Background: an optimization exercise with open tools, aiming at small area. Do not read the settings as production practice. The RTL was checked by simulation tests, not by an equivalence proof against the original design. The clock input has no modelled driver; a real chip could not lean on it and would need a root buffer or a full tree. Power is estimated from default activity; no workload was simulated.

==> flow/design.v (excerpt) <==
module FPAdder(
  input             clk,
  input      [31:0] A_56,
  input      [31:0] B_56,
  output reg [31:0] sum_56
);
==> flow/config.mk <==
export PLATFORM = sky130hd
export DESIGN_NAME = FPAdder
export DESIGN_NICKNAME = FPAdder
export VERILOG_FILES = /design/flow/design.v
export SDC_FILE = /design/flow/constraint.sdc
export NUM_CORES = 4
export LEC_CHECK = 0
export CAP_MARGIN = 20
export CORE_MARGIN = 2
export CORE_UTILIZATION = 40
export GPL_TIMING_DRIVEN = 0
export PLACE_DENSITY = 0.8
export SLEW_MARGIN = 20
export SYNTH_HIERARCHICAL = 1
==> flow/constraint.sdc <==
create_clock -name core_clock -period 4.0 [get_ports {clk}]
set_input_delay 0.8000 -clock core_clock [delete_from_list [all_inputs] [get_ports {clk}]]
set_output_delay 0.8000 -clock core_clock [all_outputs]
set_load 0.01 [all_outputs]
standard.sh (not shown) runs the stock make flow with config.mk's settings and CLKGATE_MAP_FILE= SYNTH_SCRIPT=/design/flow/synth_recipe.tcl, a recipe that flattens the netlist after the stock synthesis.
==> flow/flow/run.sh <==
#!/bin/bash
# Layout flow: the standard ORFS flow (standard.sh) with these changes:
#  - synthesis keeps the design's modules (SYNTH_HIERARCHICAL 1; all registers
#    are in the top module) and maps each module's logic with its own ABC
#    script (flow/abc_modules.tcl); the rest of synthesis (register mapping,
#    flattening, renaming) is the standard synthesis script, unchanged;
#  - the port buffers are plain buf_1 cells;
#  - clock tree synthesis uses clkbuf_8 cells and no dummy loads, and its leaf
#    level is then rebuilt as six clkbuf_16 buffers, each driving an equal,
#    compact group of registers (flow/merge_cts.tcl); the root buffer drives
#    the six, so every register sees the same two buffers.
# Each tool's output goes to the ORFS logs under orfs/logs/; make's own output
# to flow_make*.log and the clock tree step's to clock_leaves.log, here.
set -euo pipefail
here=$(pwd)
results=$here/orfs/results/sky130hd/FPAdder/base
# ORFS's synth.tcl with its abc call replaced by flow/abc_modules.tcl
sed 's|^  log_cmd abc {\*}\$abc_args$|  source '"$here"'/flow/abc_modules.tcl|' \
  "$FLOW_HOME/scripts/synth.tcl" > "$here/synth_area.tcl"
grep -q "flow/abc_modules.tcl" "$here/synth_area.tcl"
# The standard flow's synthesis script, sourcing the copy above
sed 's|source \$::env(SCRIPTS_DIR)/synth.tcl|source '"$here"'/synth_area.tcl|' \
  synth_recipe.tcl > "$here/synth_recipe_area.tcl"
grep -q "synth_area.tcl" "$here/synth_recipe_area.tcl"
args=("SYNTH_SCRIPT=$here/synth_recipe_area.tcl"
  "BUFFER_PORTS_ARGS=-buffer_cell sky130_fd_sc_hd__buf_1"
  "CTS_ARGS=-sink_clustering_enable -repair_clock_nets -dont_use_dummy_load -buf_list sky130_fd_sc_hd__clkbuf_8")
bash standard.sh "${args[@]}" cts > flow_make_cts.log 2>&1
cat > "$here/clock_leaves.tcl" <<EOT
source $here/flow/merge_cts.tcl
read_db $results/4_cts.odb
merge_clock_leaves 2 3 sky130_fd_sc_hd__clkbuf_16 sky130_fd_sc_hd__clkbuf_8
detailed_placement
check_placement -verbose
write_db $results/4_cts.odb
EOT
openroad -no_init -exit "$here/clock_leaves.tcl" > clock_leaves.log 2>&1
bash standard.sh "${args[@]}" finish > flow_make.log 2>&1
==> flow/flow/abc.script <==
&get -n
&st
&dch
&nf -R 100
&st
&syn2
&if -g -K 6
&synch2
&nf -R 100
&st
&syn2
&if -g -K 6
&synch2
&nf -R 100
&st
&syn2
&if -g -K 6
&synch2
&nf -R 100
&st
&syn2
&if -g -K 6
&synch2
&nf -R 100
&st
&syn2
&if -g -K 6
&synch2
&nf -R 100
&put
buffer -c
topo
stime -c
upsize -c
dnsize -c
==> flow/flow/abc_add.script <==
strash
&get -n
&st
&dch
&nf -R 1000
&put
topo
buffer -c
topo
upsize -c
dnsize -c
Other scripts of this flow, unchanged in this note and not shown: flow/flow/abc_modules.tcl, flow/flow/abc_norm.script, flow/flow/merge_cts.tcl
The starting point completed with no timing, DRC or antenna violations.
Change:
==> flow/flow/abc.script (replaced) <==
strash
&get -n
&st
&dch
&nf -R 1000
&put
==> flow/flow/abc_add.script (replaced) <==
strash
&get -n
&st
&dch
&nf -R 1000
&put
Effect:
- The changed run finished clean
- wire length shrinks by 7.8%
- hold slack gets better by 0.0034 ns
- critical path depth is unchanged
- cell count shrinks by 6.0%
- sequential share of layout area grows by 0.37 points
- register-to-register slack gets worse by 0.78 ns
- design area shrinks by 0.86%
- synthesized cell count shrinks by 6.5%
- power grows by 1.5%
- first-iteration DRC count shrinks by 22%
- die area shrinks by 3.8%
Change:
==> flow/flow/abc.script (replaced) <==
&get -n
&st
&dch
&nf -R 100
&st
&syn2
&if -g -K 6
&synch2
&nf -R 100
&st
&syn2
&if -g -K 6
&synch2
&nf -R 100
&st
&syn2
&if -g -K 6
&synch2
&nf -R 100
&st
&syn2
&if -g -K 6
&synch2
&nf -R 100
&st
&syn2
&if -g -K 6
&synch2
&nf -R 100
&put
buffer -c
topo
stime -c
upsize -c
dnsize -c
The new run passed the timing, design-rule and antenna checks.
Design area went up slightly.
Synthesized cell count climbs by a few percent.
Hold slack barely changes.
Routed wire length grows by roughly a tenth.
Global-route usage is higher by 1.4 points.

Another version of the RTL of FPAdder (not shown whole).
Size in the first run: ~190 flip-flops, roughly 97 I/O pins, roughly 8200 um2 of cells after synthesis.
Design FPAdder, start of the top module:
module FPAdder(
  input             clk,
  input      [31:0] A_56,
  input      [31:0] B_56,
  output reg [31:0] sum_56
);
export LEC_CHECK = 0
export CAP_MARGIN = 20
export CORE_MARGIN = 2
export CORE_UTILIZATION = 50
export GPL_TIMING_DRIVEN = 0
export PLACE_DENSITY = 0.75
export SLEW_MARGIN = 20
create_clock -name core_clock -period 4.0 [get_ports {clk}]
==> flow/flow/run.sh <==
#!/bin/bash
# Layout flow: the standard ORFS flow (standard.sh) with two changes:
#  - synthesis maps the logic with the ABC script flow/abc.script; the rest of
#    synthesis (register mapping, flattening, renaming) is the standard
#    synthesis script, unchanged;
#  - the port buffers are plain buf_1 cells.
# Each tool's output goes to the ORFS logs under orfs/logs/; make's own output
# to flow_make.log here.
set -euo pipefail
here=$(pwd)
# ORFS's synth.tcl with only the ABC script replaced
sed 's|^source \$::env(SCRIPTS_DIR)/synth_preamble.tcl$|&\nset abc_args [lreplace $abc_args 1 1 '"$here"'/flow/abc.script]|' \
  "$FLOW_HOME/scripts/synth.tcl" > "$here/synth_area.tcl"
grep -q "flow/abc.script" "$here/synth_area.tcl"
# The standard flow's synthesis script, sourcing the copy above
sed 's|source \$::env(SCRIPTS_DIR)/synth.tcl|source '"$here"'/synth_area.tcl|' \
  synth_recipe.tcl > "$here/synth_recipe_area.tcl"
grep -q "synth_area.tcl" "$here/synth_recipe_area.tcl"
bash standard.sh "SYNTH_SCRIPT=$here/synth_recipe_area.tcl" \
  "BUFFER_PORTS_ARGS=-buffer_cell sky130_fd_sc_hd__buf_1" \
  "CTS_ARGS=-sink_clustering_enable -repair_clock_nets -dont_use_dummy_load -sink_clustering_size 30 -sink_clustering_max_diameter 100 -buf_list sky130_fd_sc_hd__clkbuf_8" finish > flow_make.log 2>&1
==> flow/flow/abc.script <==
&get -n
&st
&dch
&nf -R 100
&st
&syn2
&if -g -K 6
&synch2
&nf -R 100
&st
&syn2
&if -g -K 6
&synch2
&nf -R 100
&st
&syn2
&if -g -K 6
&synch2
&nf -R 100
&st
&syn2
&if -g -K 6
&synch2
&nf -R 100
&st
&syn2
&if -g -K 6
&synch2
&nf -R 100
&put
buffer -c
topo
stime -c
upsize -c
dnsize -c
Then changed:
--- a/flow/flow/abc.script
+++ b/flow/flow/abc.script
@@ -4 +4 @@
-&nf -R 100
+&nf -R 50
@@ -9 +9 @@
-&nf -R 100
+&nf -R 50
@@ -14 +14 @@
-&nf -R 100
+&nf -R 50
@@ -19 +19 @@
-&nf -R 100
+&nf -R 50
@@ -24 +24 @@
-&nf -R 100
+&nf -R 50
@@ -29 +29 @@
-&nf -R 100
+&nf -R 50
CAP_MARGIN = 5   (was 20)
CORE_UTILIZATION = 40   (was 50)
CTS_BUF_LIST = sky130_fd_sc_hd__clkbuf_8   (was not set)
CTS_CLUSTER_DIAMETER = 100   (was not set)
CTS_CLUSTER_SIZE = 40   (was not set)
PLACE_DENSITY = not set   (was 0.75)
SLEW_MARGIN = 5   (was 20)
The changed run completed without violations; via count shrinks by 3.3%; clock power goes up by about 1%; global-route usage decreases by 3.5 points; clock-buffer cell count does not change; power went up by 1.7%; design area went up by 0.98%; fmax went down by 0.90%; worst setup slack gets worse by 0.035 ns; critical path depth goes down by 4; routed wire length rises by 1.8%; sequential share of layout area decreases by 0.40 points.
Then changed:
--- a/flow/flow/run.sh
+++ b/flow/flow/run.sh
@@ -21 +21 @@
-  "CTS_ARGS=-sink_clustering_enable -repair_clock_nets -dont_use_dummy_load -sink_clustering_size 30 -sink_clustering_max_diameter 100 -buf_list sky130_fd_sc_hd__clkbuf_8" finish > flow_make.log 2>&1
+  "CTS_ARGS=-sink_clustering_enable -repair_clock_nets -dont_use_dummy_load -sink_clustering_size 50 -sink_clustering_max_diameter 200 -buf_list sky130_fd_sc_hd__clkbuf_8" finish > flow_make.log 2>&1
CAP_MARGIN = 20   (was 5)
GPL_TIMING_DRIVEN = not set   (was 0)
SLEW_MARGIN = 20   (was 5)
What happened: The changed run finished clean. Fmax goes up by about 9%. Core utilization rose by 0.40 points. Worst hold slack improves by 0.0047 ns. Global-route usage drops by 0.11 points. Design area went up by 0.88%. Setup slack is better by 0.31 ns. Synthesized cell count does not change. Wire length decreases by 0.63%. Clock-buffer cell count does not change. Via count went down by 0.80%.
Then changed:
--- a/flow/flow/run.sh
+++ b/flow/flow/run.sh
@@ -20,2 +20 @@
-  "BUFFER_PORTS_ARGS=-buffer_cell sky130_fd_sc_hd__buf_1" \
-  "CTS_ARGS=-sink_clustering_enable -repair_clock_nets -dont_use_dummy_load -sink_clustering_size 50 -sink_clustering_max_diameter 200 -buf_list sky130_fd_sc_hd__clkbuf_8" finish > flow_make.log 2>&1
+  "BUFFER_PORTS_ARGS=-buffer_cell sky130_fd_sc_hd__buf_1" finish > flow_make.log 2>&1
--- a/flow/flow/abc.script
+++ b/flow/flow/abc.script
@@ -4 +4 @@
-&nf -R 50
+&nf -R 100
@@ -9 +9 @@
-&nf -R 50
+&nf -R 100
@@ -14 +14 @@
-&nf -R 50
+&nf -R 100
@@ -19 +19 @@
-&nf -R 50
+&nf -R 100
@@ -24 +24 @@
-&nf -R 50
+&nf -R 100
@@ -29 +29 @@
-&nf -R 50
+&nf -R 100
What happened: Worst hold slack is better by 0.034 ns. Combinational power shrinks by about 6%. Global-route usage shrinks by 0.44 points. Design area grows by 2.3%. Synthesized area shrinks by 0.75%.
Then changed:
==> flow/flow/abc.script (replaced) <==
strash
&get -n
&st
&dch
&nf -R 1000
&put
topo
buffer -c
topo
upsize -c
dnsize -c
Effect: The new run finished but failed the layout checks on setup timing. Wire length came out higher by a few percent. Sequential power climbs slightly. Non-clock buffer count rose by 71. Register-to-register slack loses 1.6 ns. Critical path depth rose by 15. Count of clock-buffer cells in the layout stays the same. Area after synthesis fell by a few percent.
Then changed:
--- a/flow/flow/run.sh
+++ b/flow/flow/run.sh
@@ -20 +20,2 @@
-  "BUFFER_PORTS_ARGS=-buffer_cell sky130_fd_sc_hd__buf_1" finish > flow_make.log 2>&1
+  "BUFFER_PORTS_ARGS=-buffer_cell sky130_fd_sc_hd__buf_1" \
+  "CTS_ARGS=-sink_clustering_enable -repair_clock_nets -dont_use_dummy_load -sink_clustering_size 30 -sink_clustering_max_diameter 100 -buf_list sky130_fd_sc_hd__clkbuf_8" finish > flow_make.log 2>&1
==> flow/flow/abc.script (replaced) <==
&get -n
&st
&dch
&nf -R 50
&st
&syn2
&if -g -K 6
&synch2
&nf -R 50
&st
&syn2
&if -g -K 6
&synch2
&nf -R 50
&st
&syn2
&if -g -K 6
&synch2
&nf -R 50
&st
&syn2
&if -g -K 6
&synch2
&nf -R 50
&st
&syn2
&if -g -K 6
&synch2
&nf -R 50
&put
buffer -c
topo
stime -c
upsize -c
dnsize -c
Result: This time the run finished with timing, DRC and antenna clean. First-iteration DRC count rises by a quarter to a third. Flip-flop and latch count is unchanged. Cell count falls by a few percent. Worst hold slack is worse by 0.032 ns. Synthesized area rises by a few percent. Total power falls by roughly a tenth. Clock power falls by a quarter to a third. Utilization falls by 6.0 points. Critical path depth falls by 23. Count of clock-buffer cells in the layout does not change.

[static timing again, ports no longer ideal]
How much do the figures lean on ideal ports? The routed layouts below were timed once more, with nothing changed but the port constraints. Step 1, drivers: a clkbuf_16 drives clk and a buf_2 each remaining input, both assumed. Step 2 times the ports against the registers' clock, not the clock port: input delays grow and output delays shrink by t, the midpoint of the rising clock arrivals with the driver on. a / b / c = no drivers / after step 1 / after step 2; a / b = the first two.
| run | t (ns) | setup slack, ns | cell pins on the clock port's net |
|---|---|---|---|
| the first run of note 1 | 0.428 | 0.168 / 0.169 / -0.259 | 1 |
| the second run of note 1 | 0.432 | 0.242 / 0.252 / -0.180 | 1 |
| the third run of note 1 | 0.447 | 0.142 / 0.155 / -0.292 | 1 |
| the first run of note 2 | 0.472 | 0.149 / 0.156 / -0.316 | 1 |
| the second run of note 2 | 0.455 | 0.113 / 0.126 / -0.329 | 1 |
| the third run of note 2 | 0.471 | 0.422 / 0.433 / -0.038 | 1 |
| the fourth run of note 2 | 0.485 | 0.353 / 0.370 / -0.116 | 1 |
| the fifth run of note 2 | 0.483 | -0.938 / -0.938 / -0.938 | 1 |
| the sixth run of note 2 | 0.471 | 0.422 / 0.433 / -0.038 | 1 |
With both steps, setup timing fails in 8 of these runs, where it was met with ideal ports. The setup slack of the fourth run of note 2, which loses most, moves by +0.017 ns with the drivers and by -0.469 ns with both steps.
